This design comes from an exercise in tuning for small area on the open sky130 flow, not from production work. For this run, only the layout was checked, not whether the RTL still works. No activity file was given, so power comes from the tool's default toggle rates.

==> design/flow/design.v <==
module Median_Finder_9inputs_8bits(
    output wire [7:0] median_pixel,
    output wire       out_valid,
    input  wire [7:0] pixel0, pixel1, pixel2,
    input  wire [7:0] pixel3, pixel4, pixel5,
    input  wire [7:0] pixel6, pixel7, pixel8,
    input  wire       in_valid,
    input  wire       rst,
    input  wire       clk
);
    reg [2:0] valid_q;
    always @(posedge clk) begin
        if (rst) valid_q <= 3'b0;
        else     valid_q <= {valid_q[1:0], in_valid};
    end
    assign out_valid = valid_q[2];
    wire [7:0] x0_0 = pixel0, x0_1 = pixel1, x0_2 = pixel2;
    wire [7:0] x0_3 = pixel3, x0_4 = pixel4, x0_5 = pixel5;
    wire [7:0] x0_6 = pixel6, x0_7 = pixel7, x0_8 = pixel8;
    wire [2:0] d0_0 = x0_0[7:5];
    wire [2:0] d0_1 = x0_1[7:5];
    wire [2:0] d0_2 = x0_2[7:5];
    wire [2:0] d0_3 = x0_3[7:5];
    wire [2:0] d0_4 = x0_4[7:5];
    wire [2:0] d0_5 = x0_5[7:5];
    wire [2:0] d0_6 = x0_6[7:5];
    wire [2:0] d0_7 = x0_7[7:5];
    wire [2:0] d0_8 = x0_8[7:5];
    wire c0_1 = maj9({(d0_8[2] | (d0_8[1] | d0_8[0])), (d0_7[2] | (d0_7[1] | d0_7[0])), (d0_6[2] | (d0_6[1] | d0_6[0])), (d0_5[2] | (d0_5[1] | d0_5[0])), (d0_4[2] | (d0_4[1] | d0_4[0])), (d0_3[2] | (d0_3[1] | d0_3[0])), (d0_2[2] | (d0_2[1] | d0_2[0])), (d0_1[2] | (d0_1[1] | d0_1[0])), (d0_0[2] | (d0_0[1] | d0_0[0]))});
    wire c0_2 = maj9({(d0_8[2] | d0_8[1]), (d0_7[2] | d0_7[1]), (d0_6[2] | d0_6[1]), (d0_5[2] | d0_5[1]), (d0_4[2] | d0_4[1]), (d0_3[2] | d0_3[1]), (d0_2[2] | d0_2[1]), (d0_1[2] | d0_1[1]), (d0_0[2] | d0_0[1])});
    wire c0_3 = maj9({(d0_8[2] | (d0_8[1] & d0_8[0])), (d0_7[2] | (d0_7[1] & d0_7[0])), (d0_6[2] | (d0_6[1] & d0_6[0])), (d0_5[2] | (d0_5[1] & d0_5[0])), (d0_4[2] | (d0_4[1] & d0_4[0])), (d0_3[2] | (d0_3[1] & d0_3[0])), (d0_2[2] | (d0_2[1] & d0_2[0])), (d0_1[2] | (d0_1[1] & d0_1[0])), (d0_0[2] | (d0_0[1] & d0_0[0]))});
    wire c0_4 = maj9({d0_8[2], d0_7[2], d0_6[2], d0_5[2], d0_4[2], d0_3[2], d0_2[2], d0_1[2], d0_0[2]});
    wire c0_5 = maj9({(d0_8[2] & (d0_8[1] | d0_8[0])), (d0_7[2] & (d0_7[1] | d0_7[0])), (d0_6[2] & (d0_6[1] | d0_6[0])), (d0_5[2] & (d0_5[1] | d0_5[0])), (d0_4[2] & (d0_4[1] | d0_4[0])), (d0_3[2] & (d0_3[1] | d0_3[0])), (d0_2[2] & (d0_2[1] | d0_2[0])), (d0_1[2] & (d0_1[1] | d0_1[0])), (d0_0[2] & (d0_0[1] | d0_0[0]))});
    wire c0_6 = maj9({(d0_8[2] & d0_8[1]), (d0_7[2] & d0_7[1]), (d0_6[2] & d0_6[1]), (d0_5[2] & d0_5[1]), (d0_4[2] & d0_4[1]), (d0_3[2] & d0_3[1]), (d0_2[2] & d0_2[1]), (d0_1[2] & d0_1[1]), (d0_0[2] & d0_0[1])});
    wire c0_7 = maj9({(d0_8[2] & (d0_8[1] & d0_8[0])), (d0_7[2] & (d0_7[1] & d0_7[0])), (d0_6[2] & (d0_6[1] & d0_6[0])), (d0_5[2] & (d0_5[1] & d0_5[0])), (d0_4[2] & (d0_4[1] & d0_4[0])), (d0_3[2] & (d0_3[1] & d0_3[0])), (d0_2[2] & (d0_2[1] & d0_2[0])), (d0_1[2] & (d0_1[1] & d0_1[0])), (d0_0[2] & (d0_0[1] & d0_0[0]))});
    wire [2:0] D0;
    assign D0[2] = c0_4;
    assign D0[1] = (D0[2] ? c0_6 : c0_2);
    assign D0[0] = (D0[2] ? (D0[1] ? c0_7 : c0_5) : (D0[1] ? c0_3 : c0_1));
    reg [4:0] xr1_0, xr1_1, xr1_2, xr1_3, xr1_4, xr1_5, xr1_6, xr1_7, xr1_8;
    wire gt0_0 = (((d0_0[2] & ~D0[2]) | (~(~d0_0[2] & D0[2]) & d0_0[1] & ~D0[1])) | (~((~d0_0[2] & D0[2]) | (~(d0_0[2] & ~D0[2]) & ~d0_0[1] & D0[1])) & d0_0[0] & ~D0[0]));
    wire lt0_0 = (((~d0_0[2] & D0[2]) | (~(d0_0[2] & ~D0[2]) & ~d0_0[1] & D0[1])) | (~((d0_0[2] & ~D0[2]) | (~(~d0_0[2] & D0[2]) & d0_0[1] & ~D0[1])) & ~d0_0[0] & D0[0]));
    wire [4:0] x1_0 = ~xr1_0;
    wire gt0_1 = (((d0_1[2] & ~D0[2]) | (~(~d0_1[2] & D0[2]) & d0_1[1] & ~D0[1])) | (~((~d0_1[2] & D0[2]) | (~(d0_1[2] & ~D0[2]) & ~d0_1[1] & D0[1])) & d0_1[0] & ~D0[0]));
    wire lt0_1 = (((~d0_1[2] & D0[2]) | (~(d0_1[2] & ~D0[2]) & ~d0_1[1] & D0[1])) | (~((d0_1[2] & ~D0[2]) | (~(~d0_1[2] & D0[2]) & d0_1[1] & ~D0[1])) & ~d0_1[0] & D0[0]));
    wire [4:0] x1_1 = ~xr1_1;
    wire gt0_2 = (((d0_2[2] & ~D0[2]) | (~(~d0_2[2] & D0[2]) & d0_2[1] & ~D0[1])) | (~((~d0_2[2] & D0[2]) | (~(d0_2[2] & ~D0[2]) & ~d0_2[1] & D0[1])) & d0_2[0] & ~D0[0]));
    wire lt0_2 = (((~d0_2[2] & D0[2]) | (~(d0_2[2] & ~D0[2]) & ~d0_2[1] & D0[1])) | (~((d0_2[2] & ~D0[2]) | (~(~d0_2[2] & D0[2]) & d0_2[1] & ~D0[1])) & ~d0_2[0] & D0[0]));
    wire [4:0] x1_2 = ~xr1_2;
    wire gt0_3 = (((d0_3[2] & ~D0[2]) | (~(~d0_3[2] & D0[2]) & d0_3[1] & ~D0[1])) | (~((~d0_3[2] & D0[2]) | (~(d0_3[2] & ~D0[2]) & ~d0_3[1] & D0[1])) & d0_3[0] & ~D0[0]));
    wire lt0_3 = (((~d0_3[2] & D0[2]) | (~(d0_3[2] & ~D0[2]) & ~d0_3[1] & D0[1])) | (~((d0_3[2] & ~D0[2]) | (~(~d0_3[2] & D0[2]) & d0_3[1] & ~D0[1])) & ~d0_3[0] & D0[0]));
    wire [4:0] x1_3 = ~xr1_3;
    wire gt0_4 = (((d0_4[2] & ~D0[2]) | (~(~d0_4[2] & D0[2]) & d0_4[1] & ~D0[1])) | (~((~d0_4[2] & D0[2]) | (~(d0_4[2] & ~D0[2]) & ~d0_4[1] & D0[1])) & d0_4[0] & ~D0[0]));
    wire lt0_4 = (((~d0_4[2] & D0[2]) | (~(d0_4[2] & ~D0[2]) & ~d0_4[1] & D0[1])) | (~((d0_4[2] & ~D0[2]) | (~(~d0_4[2] & D0[2]) & d0_4[1] & ~D0[1])) & ~d0_4[0] & D0[0]));
    wire [4:0] x1_4 = ~xr1_4;
    wire gt0_5 = (((d0_5[2] & ~D0[2]) | (~(~d0_5[2] & D0[2]) & d0_5[1] & ~D0[1])) | (~((~d0_5[2] & D0[2]) | (~(d0_5[2] & ~D0[2]) & ~d0_5[1] & D0[1])) & d0_5[0] & ~D0[0]));
    wire lt0_5 = (((~d0_5[2] & D0[2]) | (~(d0_5[2] & ~D0[2]) & ~d0_5[1] & D0[1])) | (~((d0_5[2] & ~D0[2]) | (~(~d0_5[2] & D0[2]) & d0_5[1] & ~D0[1])) & ~d0_5[0] & D0[0]));
    wire [4:0] x1_5 = ~xr1_5;
    wire gt0_6 = (((d0_6[2] & ~D0[2]) | (~(~d0_6[2] & D0[2]) & d0_6[1] & ~D0[1])) | (~((~d0_6[2] & D0[2]) | (~(d0_6[2] & ~D0[2]) & ~d0_6[1] & D0[1])) & d0_6[0] & ~D0[0]));
    wire lt0_6 = (((~d0_6[2] & D0[2]) | (~(d0_6[2] & ~D0[2]) & ~d0_6[1] & D0[1])) | (~((d0_6[2] & ~D0[2]) | (~(~d0_6[2] & D0[2]) & d0_6[1] & ~D0[1])) & ~d0_6[0] & D0[0]));
    wire [4:0] x1_6 = ~xr1_6;
    wire gt0_7 = (((d0_7[2] & ~D0[2]) | (~(~d0_7[2] & D0[2]) & d0_7[1] & ~D0[1])) | (~((~d0_7[2] & D0[2]) | (~(d0_7[2] & ~D0[2]) & ~d0_7[1] & D0[1])) & d0_7[0] & ~D0[0]));
    wire lt0_7 = (((~d0_7[2] & D0[2]) | (~(d0_7[2] & ~D0[2]) & ~d0_7[1] & D0[1])) | (~((d0_7[2] & ~D0[2]) | (~(~d0_7[2] & D0[2]) & d0_7[1] & ~D0[1])) & ~d0_7[0] & D0[0]));
    wire [4:0] x1_7 = ~xr1_7;
    wire gt0_8 = (((d0_8[2] & ~D0[2]) | (~(~d0_8[2] & D0[2]) & d0_8[1] & ~D0[1])) | (~((~d0_8[2] & D0[2]) | (~(d0_8[2] & ~D0[2]) & ~d0_8[1] & D0[1])) & d0_8[0] & ~D0[0]));
    wire lt0_8 = (((~d0_8[2] & D0[2]) | (~(d0_8[2] & ~D0[2]) & ~d0_8[1] & D0[1])) | (~((d0_8[2] & ~D0[2]) | (~(~d0_8[2] & D0[2]) & d0_8[1] & ~D0[1])) & ~d0_8[0] & D0[0]));
    wire [4:0] x1_8 = ~xr1_8;
    always @(posedge clk) begin
        xr1_0 <= ~(({5{gt0_0}} | x0_0[4:0]) & ~{5{lt0_0}});
        xr1_1 <= ~(({5{gt0_1}} | x0_1[4:0]) & ~{5{lt0_1}});
        xr1_2 <= ~(({5{gt0_2}} | x0_2[4:0]) & ~{5{lt0_2}});
        xr1_3 <= ~(({5{gt0_3}} | x0_3[4:0]) & ~{5{lt0_3}});
        xr1_4 <= ~(({5{gt0_4}} | x0_4[4:0]) & ~{5{lt0_4}});
        xr1_5 <= ~(({5{gt0_5}} | x0_5[4:0]) & ~{5{lt0_5}});
        xr1_6 <= ~(({5{gt0_6}} | x0_6[4:0]) & ~{5{lt0_6}});
        xr1_7 <= ~(({5{gt0_7}} | x0_7[4:0]) & ~{5{lt0_7}});
        xr1_8 <= ~(({5{gt0_8}} | x0_8[4:0]) & ~{5{lt0_8}});
    end
    reg [2:0] mr0;
    always @(posedge clk) mr0 <= D0;
    wire [2:0] d1_0 = x1_0[4:2];
    wire [2:0] d1_1 = x1_1[4:2];
    wire [2:0] d1_2 = x1_2[4:2];
    wire [2:0] d1_3 = x1_3[4:2];
    wire [2:0] d1_4 = x1_4[4:2];
    wire [2:0] d1_5 = x1_5[4:2];
    wire [2:0] d1_6 = x1_6[4:2];
    wire [2:0] d1_7 = x1_7[4:2];
    wire [2:0] d1_8 = x1_8[4:2];
    wire c1_1 = maj9({(d1_8[2] | (d1_8[1] | d1_8[0])), (d1_7[2] | (d1_7[1] | d1_7[0])), (d1_6[2] | (d1_6[1] | d1_6[0])), (d1_5[2] | (d1_5[1] | d1_5[0])), (d1_4[2] | (d1_4[1] | d1_4[0])), (d1_3[2] | (d1_3[1] | d1_3[0])), (d1_2[2] | (d1_2[1] | d1_2[0])), (d1_1[2] | (d1_1[1] | d1_1[0])), (d1_0[2] | (d1_0[1] | d1_0[0]))});
    wire c1_2 = maj9({(d1_8[2] | d1_8[1]), (d1_7[2] | d1_7[1]), (d1_6[2] | d1_6[1]), (d1_5[2] | d1_5[1]), (d1_4[2] | d1_4[1]), (d1_3[2] | d1_3[1]), (d1_2[2] | d1_2[1]), (d1_1[2] | d1_1[1]), (d1_0[2] | d1_0[1])});
    wire c1_3 = maj9({(d1_8[2] | (d1_8[1] & d1_8[0])), (d1_7[2] | (d1_7[1] & d1_7[0])), (d1_6[2] | (d1_6[1] & d1_6[0])), (d1_5[2] | (d1_5[1] & d1_5[0])), (d1_4[2] | (d1_4[1] & d1_4[0])), (d1_3[2] | (d1_3[1] & d1_3[0])), (d1_2[2] | (d1_2[1] & d1_2[0])), (d1_1[2] | (d1_1[1] & d1_1[0])), (d1_0[2] | (d1_0[1] & d1_0[0]))});
    wire c1_4 = maj9({d1_8[2], d1_7[2], d1_6[2], d1_5[2], d1_4[2], d1_3[2], d1_2[2], d1_1[2], d1_0[2]});
    wire c1_5 = maj9({(d1_8[2] & (d1_8[1] | d1_8[0])), (d1_7[2] & (d1_7[1] | d1_7[0])), (d1_6[2] & (d1_6[1] | d1_6[0])), (d1_5[2] & (d1_5[1] | d1_5[0])), (d1_4[2] & (d1_4[1] | d1_4[0])), (d1_3[2] & (d1_3[1] | d1_3[0])), (d1_2[2] & (d1_2[1] | d1_2[0])), (d1_1[2] & (d1_1[1] | d1_1[0])), (d1_0[2] & (d1_0[1] | d1_0[0]))});
    wire c1_6 = maj9({(d1_8[2] & d1_8[1]), (d1_7[2] & d1_7[1]), (d1_6[2] & d1_6[1]), (d1_5[2] & d1_5[1]), (d1_4[2] & d1_4[1]), (d1_3[2] & d1_3[1]), (d1_2[2] & d1_2[1]), (d1_1[2] & d1_1[1]), (d1_0[2] & d1_0[1])});
    wire c1_7 = maj9({(d1_8[2] & (d1_8[1] & d1_8[0])), (d1_7[2] & (d1_7[1] & d1_7[0])), (d1_6[2] & (d1_6[1] & d1_6[0])), (d1_5[2] & (d1_5[1] & d1_5[0])), (d1_4[2] & (d1_4[1] & d1_4[0])), (d1_3[2] & (d1_3[1] & d1_3[0])), (d1_2[2] & (d1_2[1] & d1_2[0])), (d1_1[2] & (d1_1[1] & d1_1[0])), (d1_0[2] & (d1_0[1] & d1_0[0]))});
    wire [2:0] D1;
    assign D1[2] = c1_4;
    assign D1[1] = (D1[2] ? c1_6 : c1_2);
    assign D1[0] = (D1[2] ? (D1[1] ? c1_7 : c1_5) : (D1[1] ? c1_3 : c1_1));
    reg [1:0] xr2_0, xr2_1, xr2_2, xr2_3, xr2_4, xr2_5, xr2_6, xr2_7, xr2_8;
    wire gt1_0 = (((d1_0[2] & ~D1[2]) | (~(~d1_0[2] & D1[2]) & d1_0[1] & ~D1[1])) | (~((~d1_0[2] & D1[2]) | (~(d1_0[2] & ~D1[2]) & ~d1_0[1] & D1[1])) & d1_0[0] & ~D1[0]));
    wire lt1_0 = (((~d1_0[2] & D1[2]) | (~(d1_0[2] & ~D1[2]) & ~d1_0[1] & D1[1])) | (~((d1_0[2] & ~D1[2]) | (~(~d1_0[2] & D1[2]) & d1_0[1] & ~D1[1])) & ~d1_0[0] & D1[0]));
    wire [1:0] x2_0 = xr2_0;
    wire gt1_1 = (((d1_1[2] & ~D1[2]) | (~(~d1_1[2] & D1[2]) & d1_1[1] & ~D1[1])) | (~((~d1_1[2] & D1[2]) | (~(d1_1[2] & ~D1[2]) & ~d1_1[1] & D1[1])) & d1_1[0] & ~D1[0]));
    wire lt1_1 = (((~d1_1[2] & D1[2]) | (~(d1_1[2] & ~D1[2]) & ~d1_1[1] & D1[1])) | (~((d1_1[2] & ~D1[2]) | (~(~d1_1[2] & D1[2]) & d1_1[1] & ~D1[1])) & ~d1_1[0] & D1[0]));
    wire [1:0] x2_1 = xr2_1;
    wire gt1_2 = (((d1_2[2] & ~D1[2]) | (~(~d1_2[2] & D1[2]) & d1_2[1] & ~D1[1])) | (~((~d1_2[2] & D1[2]) | (~(d1_2[2] & ~D1[2]) & ~d1_2[1] & D1[1])) & d1_2[0] & ~D1[0]));
    wire lt1_2 = (((~d1_2[2] & D1[2]) | (~(d1_2[2] & ~D1[2]) & ~d1_2[1] & D1[1])) | (~((d1_2[2] & ~D1[2]) | (~(~d1_2[2] & D1[2]) & d1_2[1] & ~D1[1])) & ~d1_2[0] & D1[0]));
    wire [1:0] x2_2 = xr2_2;
    wire gt1_3 = (((d1_3[2] & ~D1[2]) | (~(~d1_3[2] & D1[2]) & d1_3[1] & ~D1[1])) | (~((~d1_3[2] & D1[2]) | (~(d1_3[2] & ~D1[2]) & ~d1_3[1] & D1[1])) & d1_3[0] & ~D1[0]));
    wire lt1_3 = (((~d1_3[2] & D1[2]) | (~(d1_3[2] & ~D1[2]) & ~d1_3[1] & D1[1])) | (~((d1_3[2] & ~D1[2]) | (~(~d1_3[2] & D1[2]) & d1_3[1] & ~D1[1])) & ~d1_3[0] & D1[0]));
    wire [1:0] x2_3 = xr2_3;
    wire gt1_4 = (((d1_4[2] & ~D1[2]) | (~(~d1_4[2] & D1[2]) & d1_4[1] & ~D1[1])) | (~((~d1_4[2] & D1[2]) | (~(d1_4[2] & ~D1[2]) & ~d1_4[1] & D1[1])) & d1_4[0] & ~D1[0]));
    wire lt1_4 = (((~d1_4[2] & D1[2]) | (~(d1_4[2] & ~D1[2]) & ~d1_4[1] & D1[1])) | (~((d1_4[2] & ~D1[2]) | (~(~d1_4[2] & D1[2]) & d1_4[1] & ~D1[1])) & ~d1_4[0] & D1[0]));
    wire [1:0] x2_4 = xr2_4;
    wire gt1_5 = (((d1_5[2] & ~D1[2]) | (~(~d1_5[2] & D1[2]) & d1_5[1] & ~D1[1])) | (~((~d1_5[2] & D1[2]) | (~(d1_5[2] & ~D1[2]) & ~d1_5[1] & D1[1])) & d1_5[0] & ~D1[0]));
    wire lt1_5 = (((~d1_5[2] & D1[2]) | (~(d1_5[2] & ~D1[2]) & ~d1_5[1] & D1[1])) | (~((d1_5[2] & ~D1[2]) | (~(~d1_5[2] & D1[2]) & d1_5[1] & ~D1[1])) & ~d1_5[0] & D1[0]));
    wire [1:0] x2_5 = xr2_5;
    wire gt1_6 = (((d1_6[2] & ~D1[2]) | (~(~d1_6[2] & D1[2]) & d1_6[1] & ~D1[1])) | (~((~d1_6[2] & D1[2]) | (~(d1_6[2] & ~D1[2]) & ~d1_6[1] & D1[1])) & d1_6[0] & ~D1[0]));
    wire lt1_6 = (((~d1_6[2] & D1[2]) | (~(d1_6[2] & ~D1[2]) & ~d1_6[1] & D1[1])) | (~((d1_6[2] & ~D1[2]) | (~(~d1_6[2] & D1[2]) & d1_6[1] & ~D1[1])) & ~d1_6[0] & D1[0]));
    wire [1:0] x2_6 = xr2_6;
    wire gt1_7 = (((d1_7[2] & ~D1[2]) | (~(~d1_7[2] & D1[2]) & d1_7[1] & ~D1[1])) | (~((~d1_7[2] & D1[2]) | (~(d1_7[2] & ~D1[2]) & ~d1_7[1] & D1[1])) & d1_7[0] & ~D1[0]));
    wire lt1_7 = (((~d1_7[2] & D1[2]) | (~(d1_7[2] & ~D1[2]) & ~d1_7[1] & D1[1])) | (~((d1_7[2] & ~D1[2]) | (~(~d1_7[2] & D1[2]) & d1_7[1] & ~D1[1])) & ~d1_7[0] & D1[0]));
    wire [1:0] x2_7 = xr2_7;
    wire gt1_8 = (((d1_8[2] & ~D1[2]) | (~(~d1_8[2] & D1[2]) & d1_8[1] & ~D1[1])) | (~((~d1_8[2] & D1[2]) | (~(d1_8[2] & ~D1[2]) & ~d1_8[1] & D1[1])) & d1_8[0] & ~D1[0]));
    wire lt1_8 = (((~d1_8[2] & D1[2]) | (~(d1_8[2] & ~D1[2]) & ~d1_8[1] & D1[1])) | (~((d1_8[2] & ~D1[2]) | (~(~d1_8[2] & D1[2]) & d1_8[1] & ~D1[1])) & ~d1_8[0] & D1[0]));
    wire [1:0] x2_8 = xr2_8;
    always @(posedge clk) begin
        xr2_0 <= (({2{gt1_0}} | x1_0[1:0]) & ~{2{lt1_0}});
        xr2_1 <= (({2{gt1_1}} | x1_1[1:0]) & ~{2{lt1_1}});
        xr2_2 <= (({2{gt1_2}} | x1_2[1:0]) & ~{2{lt1_2}});
        xr2_3 <= (({2{gt1_3}} | x1_3[1:0]) & ~{2{lt1_3}});
        xr2_4 <= (({2{gt1_4}} | x1_4[1:0]) & ~{2{lt1_4}});
        xr2_5 <= (({2{gt1_5}} | x1_5[1:0]) & ~{2{lt1_5}});
        xr2_6 <= (({2{gt1_6}} | x1_6[1:0]) & ~{2{lt1_6}});
        xr2_7 <= (({2{gt1_7}} | x1_7[1:0]) & ~{2{lt1_7}});
        xr2_8 <= (({2{gt1_8}} | x1_8[1:0]) & ~{2{lt1_8}});
    end
    reg [5:0] mr1;
    always @(posedge clk) mr1 <= {mr0, D1};
    wire [1:0] d2_0 = x2_0[1:0];
    wire [1:0] d2_1 = x2_1[1:0];
    wire [1:0] d2_2 = x2_2[1:0];
    wire [1:0] d2_3 = x2_3[1:0];
    wire [1:0] d2_4 = x2_4[1:0];
    wire [1:0] d2_5 = x2_5[1:0];
    wire [1:0] d2_6 = x2_6[1:0];
    wire [1:0] d2_7 = x2_7[1:0];
    wire [1:0] d2_8 = x2_8[1:0];
    wire c2_1 = maj9({(d2_8[1] | d2_8[0]), (d2_7[1] | d2_7[0]), (d2_6[1] | d2_6[0]), (d2_5[1] | d2_5[0]), (d2_4[1] | d2_4[0]), (d2_3[1] | d2_3[0]), (d2_2[1] | d2_2[0]), (d2_1[1] | d2_1[0]), (d2_0[1] | d2_0[0])});
    wire c2_2 = maj9({d2_8[1], d2_7[1], d2_6[1], d2_5[1], d2_4[1], d2_3[1], d2_2[1], d2_1[1], d2_0[1]});
    wire c2_3 = maj9({(d2_8[1] & d2_8[0]), (d2_7[1] & d2_7[0]), (d2_6[1] & d2_6[0]), (d2_5[1] & d2_5[0]), (d2_4[1] & d2_4[0]), (d2_3[1] & d2_3[0]), (d2_2[1] & d2_2[0]), (d2_1[1] & d2_1[0]), (d2_0[1] & d2_0[0])});
    wire [1:0] D2;
    assign D2[1] = c2_2;
    assign D2[0] = (D2[1] ? c2_3 : c2_1);
    reg [7:0] mr2;
    always @(posedge clk) mr2 <= {mr1, D2};
    assign median_pixel = mr2;
    function maj9(input [8:0] v);
        begin
            maj9 = maj3((&v[2:0]) | (&v[5:3]) | (&v[8:6]),
                        (|v[2:0]) & (|v[5:3]) & (|v[8:6]),
                        maj3(maj3(v[0], v[1], v[2]), maj3(v[3], v[4], v[5]),
                             maj3(v[6], v[7], v[8])));
        end
    endfunction
    function maj3(input a, input b, input c);
        maj3 = (a & b) | (b & c) | (a & c);
    endfunction
endmodule
==> design/flow/flow/run.sh <==
#!/bin/bash
# Own layout flow: the standard flow, with two changes:
#  - synthesis maps the logic with the ABC script in flow/abc.script (an
#    area-oriented mapping) instead of ORFS's; the rest of the standard
#    synthesis (synth_recipe.tcl) is unchanged, so registers keep their names;
#  - port buffers are plain buffers (flow/ports.txt names the cell) instead
#    of the default delay cell.
# Each tool's output goes to a log file in the folder this runs in.
set -euo pipefail
W=$PWD
F=$W/flow
sed 's|log_cmd abc {\*}\$abc_args|log_cmd abc {*}[lreplace $abc_args 1 1 '"$F"'/abc.script]|' \
    "$FLOW_HOME/scripts/synth.tcl" > "$W/own_synth_core.tcl"
grep -q "$F/abc.script" "$W/own_synth_core.tcl"
sed "s|source \$::env(SCRIPTS_DIR)/synth.tcl|source $W/own_synth_core.tcl|" \
    "$W/synth_recipe.tcl" > "$W/own_synth.tcl"
grep -q "own_synth_core.tcl" "$W/own_synth.tcl"
bash "$W/standard.sh" "SYNTH_SCRIPT=$W/own_synth.tcl" synth > "$W/own_synth.log" 2>&1
EXTRA=()
while read -r line; do
    [[ -z "$line" || "$line" == \#* ]] || EXTRA+=("$line")
done < "$F/make_vars.txt"
bash "$W/standard.sh" "${EXTRA[@]}" finish > "$W/own_layout.log" 2>&1
==> design/flow/flow/abc.script <==
strash
dch
map -D 2000
topo
stime -c
buffer -c
upsize -D 2000 -c
dnsize -D 2000 -c
==> design/flow/flow/make_vars.txt <==
# extra make variables for the layout, one per line
BUFFER_PORTS_ARGS=-buffer_cell sky130_fd_sc_hd__buf_2
==> design/flow/standard.sh <==
#!/bin/bash
# synth_recipe.tcl (not shown) runs the flow's synth.tcl, then flattens the netlist and writes it again
# the make line also repeats each setting of config.mk as NAME=value (left out here)
make -C /OpenROAD-flow-scripts/flow DESIGN_CONFIG=/design/flow/config.mk WORK_HOME=/design/flow/orfs CLKGATE_MAP_FILE= SYNTH_SCRIPT=/design/flow/synth_recipe.tcl "${@:-finish}"
==> design/flow/config.mk <==
export PLATFORM = sky130hd
export DESIGN_NAME = Median_Finder_9inputs_8bits
export DESIGN_NICKNAME = Median_Finder_9inputs_8bits
export VERILOG_FILES = /design/flow/design.v
export SDC_FILE = /design/flow/constraint.sdc
export NUM_CORES = 4
export LEC_CHECK = 0
export ABC_AREA = 1
export CAP_MARGIN = 20
export CORE_MARGIN = 2
export CORE_UTILIZATION = 40
export CTS_BUF_LIST = sky130_fd_sc_hd__clkbuf_8
export SLEW_MARGIN = 20
==> design/flow/constraint.sdc <==
create_clock -name core_clock -period 2.5 [get_ports {clk}]
set_input_delay 0.5000 -clock core_clock [delete_from_list [all_inputs] [get_ports {clk}]]
set_output_delay 0.5000 -clock core_clock [all_outputs]
set_load 0.01 [all_outputs]
==> results.py <==
metrics = {
    "layout": {
        "seq_area_mm2": 0.001687,
        "largest_reg_flops": 8,
        "area_growth_pct": 40.55,
        "drive_above_1_share_pct": 34.35,
        "fin_nets": 1119,
        "instances_no_fill": 1225,
        "post-route-util_pct": 57.71,
        "multiInputGateArea_mm2": 0.003697,
        "top_register": "mr2",
        "reg.largest.list": "mr2 x8, mr1 x6",
        "nFillCells": 1304,
    },
    "power_and_ir_drop": {
        "irDropWorstVdd_mv": 0.5002,
        "power_density_mw_per_mm2": 942.4,
        "p_leak_nw": 3.474,
        "total_power_mw": 7.231,
    },
    "global_routing": {
        "grt_pass1_vias": 5928,
        "grt_pass1_wl_um": 27170,
        "overflow": 0,
        "track_usage_pct": 23.64,
        "grt_max_degree": 20,
        "grt_antenna_before_repair": 1,
    },
    "drt": {
        "detail_route.wl_per_cell_um": 14.24,
        "drtAntennaViolNets": 0,
        "vias": 6369,
        "via_per_inst": 5.199,
        "drtPass1Iterations": 5,
        "drt_iter0_drc": 278,
        "routed_wl_um": 17440,
        "drc": 0,
    },
    "sta": {
        "slew_headroom_pct": 71.53,
        "rsz0062_at_grt": "true",
        "finalMaxSlewViolations": 0,
        "setup_tns_ns": 0,
        "fmax_mhz": 412.4,
        "worst_pin_slew_ns": 0.4231,
        "clock_skew_ns": 0.01052,
        "hold_violations": 0,
        "min_period_ns": 2.425,
        "fin_ws_ns": 0.07491,
        "fin_crit_sh_pct": 97.00,
        "setup_viol": 0,
    },
    "worst_setup_path": {
        "slowest_delay_ns": 0.38,
        "cpMaxStageDelayCell": "dfxtp_4",
        "r2r_setup_slack_ns": 0.07,
        "critical_path_class": "flop to flop",
        "path_max_fanout": 18,
        "cp-start-kind": "flop",
        "r2r_start": "xr1_3[4]",
        "crit_start": "xr1_3[4]",
        "required_ns": 2.74,
        "crit_arrival_ns": 2.67,
        "cp_common_cell": "nor2_1",
        "cp_cell_sequence": "inv_1 > nor3_1 > nor2_1 > o21ai_0 > maj3_1 > maj3_2 > nor2_1 > o31ai_2 > nand2_2 > inv_8 > o31ai_1 > a21oi_1",
        "crit_path_end_kind": "flop",
    },
    "floorplanning": {
        "rows": 42,
        "fp.dieH_um": 120.8,
        "die_x_um": 120.8,
        "initial_core_util_pct": 41.06,
        "core_area_mm2": 0.01330,
        "dieArea_mm2": 0.01460,
        "ios": 84,
    },
    "cts": {
        "htreeDepth": 3,
        "clk_pin_slew_worst_paths_ns": 0.08,
        "cts_tree": "done",
        "clock_path_buffers": 2,
        "cts_sinks": 83,
        "clk_latency_ns": 0.36,
        "cts_buffers": 9,
        "cts-root-buf": "clkbuf_8",
    },
    "run_status": {
        "status": "complete, no violations",
    },
    "synthesis": {
        "netlist-cell-type-count": 42,
        "synth_area_mm2": 0.005459,
        "async_reset_ff_share_pct": 0,
        "avgSynthCellArea_um2": 6.625,
        "yosysWarnings": 1,
        "synthCells": 824,
        "ys_seq_area_share_pct": 30.44,
        "synth_ff_type": "dfxtp_1",
        "synth_edf_count": 0,
        "synth_fp_nets": 899,
        "postSynthRegisterBits": 83,
    },
    "min_path": {
        "worstHoldStart": "pixel6[3]",
        "hp-class": "primary input to flop",
    },
    "place": {
        "dp.cells": 1207,
        "gp_congestion": 0.9204,
        "dp_hpwl_um": 14410,
        "preCtsSetupSlack_ns": -0.3930,
        "portBuffers": 83,
    },
    "flow_run": {
        "cap_violations": 0,
    },
}
cell usage in the layout, fill, tap and decap left out, types with 9 or more instances in the layout:
master    instances
inv_1            92
o21ai_1          14
clkbuf_8          9
a31oi_2           9
dfxtp_2          14
nor3_1           21
nor2_1          133
nand3_1          19
nand2_1         102
nor2_2           16
dfxtp_1          67
inv_2             9
a22oi_1          10
o31ai_2          13
buf_2            83
o22ai_1           9
o21ai_4           9
a31oi_1          16
buf_4           137
a21oi_1          74
maj3_1           18
o21ai_0          73
synth_stat cells, types with 3 or more instances:
cell | n | area, um^2
buf_6 | 4 | 45.04
buf_2 | 5 | 25.02
o21ai_0 | 85 | 425.4
o21ai_4 | 9 | 146.4
a31oi_1 | 24 | 150.1
nand3_1 | 19 | 95.09
o31ai_1 | 18 | 135.1
a221oi_1 | 5 | 43.79
maj3_2 | 7 | 78.83
o21bai_1 | 6 | 45.04
dfxtp_1 | 83 | 1662
nand2_2 | 3 | 18.77
inv_1 | 96 | 360.4
o22ai_1 | 9 | 56.30
nor4_1 | 6 | 37.54
inv_2 | 9 | 33.78
nor2_1 | 149 | 559.3
a22oi_1 | 12 | 90.09
o221ai_1 | 3 | 26.28
a21oi_1 | 85 | 425.4
nor3_1 | 28 | 140.1
maj3_1 | 18 | 180.2
nand2_1 | 104 | 390.4
o21a_1 | 10 | 75.07
stage by stage:
stage                     hold WS [ns]  instance area, um^2
after floorplan                 0.3096                 5459
after global placement          0.3107                 7042
after detailed placement        0.3121                 7042
after CTS                       0.2994                 7243
after global routing            0.3082                 7670
final                           0.3061                 7672
final timing paths:
| path | end | cells past startpoint |
|---|---|---|
| max | xr2_7[1] | 12 |
| min | xr1_6[3] | 2 |
| max reg2reg | xr2_7[1] | 12 |
| min reg2reg | mr2[2] | 0 |
logic make-up after synthesis:
family / count (synthesis) / share of synthesized area (%)
and+or+nand+nor: 315 / 23.56
AOI/OAI and AO/OA: 283 / 32.32
buffers and inverters: 118 / 8.938
DFF: 83 / 30.44
adders and majority gates: 25 / 4.744
layout make-up:
| type | instances | area share [%] |
|---|---|---|
| timing repair buffer | 222 | 19.23 |
| tap | 176 | 2.870 |
| inverter | 105 | 5.333 |
| sequential | 83 | 21.98 |
| antenna | 1 | 0.03262 |
| clock buffer | 9 | 1.614 |
| multi-input combinational | 623 | 48.19 |
| clock inverter | 6 | 0.7502 |
timing repair:
item,in CTS,in global routing
endpoints found under the setup margin,24,63
hold buffers,0,0
buffers inserted,0,2
pin swaps,0,5
gates resized for setup,6,119
where the power goes:
part	leakage [nW]	switching (mW)	internal [mW]	total (mW)
registers	0.697	0.374	1.80	2.17
clock network	0.0946	0.471	0.448	0.919
logic	2.68	2.50	1.64	4.14
total	3.47	3.34	3.89	7.23
per-layer routing:
metal	wire length (um)	vias to the layer above	global-route usage, %
met5	0	-	0
met3	675	24	3.726
li1	-	3284	-
met1	7307	2922	27.42
met2	9103	139	44.10
met4	357	0	7.195
critical path: cells and delay by family, from the launching register on:
| family | cells | cell delay [ns] |
|---|---|---|
| buf+inv | 2 | 0.22 |
| compound gates | 4 | 0.52 |
| fa+ha+maj | 2 | 0.65 |
| simple gates | 4 | 0.53 |
| flops | 1 | 0.38 |

-- what the ideal ports hide --
No port has a modelled driver above. Below, the same layout with a new extraction and two added sets of constraints.
Step 1, drivers: a clkbuf_16 drives clk and a buf_2 each remaining input, both assumed.
Step 2 times the ports against the registers' clock, not the clock port: input delays grow and output delays shrink by t, the midpoint of the rising clock arrivals with the driver on.
a / b / c = no drivers / after step 1 / after step 2; a / b = the first two.
shift t [ns]: 0.394
setup WS [ns]: 0.075 / 0.075 / -0.288
worst setup path at the end: input to register
clock arrival spread, ns: 0.011 / 0.012
With both steps, setup timing fails in this run, where it was met with ideal ports. For this run, drivers alone change the setup slack by 0.000 ns; drivers and shift together by -0.363 ns.
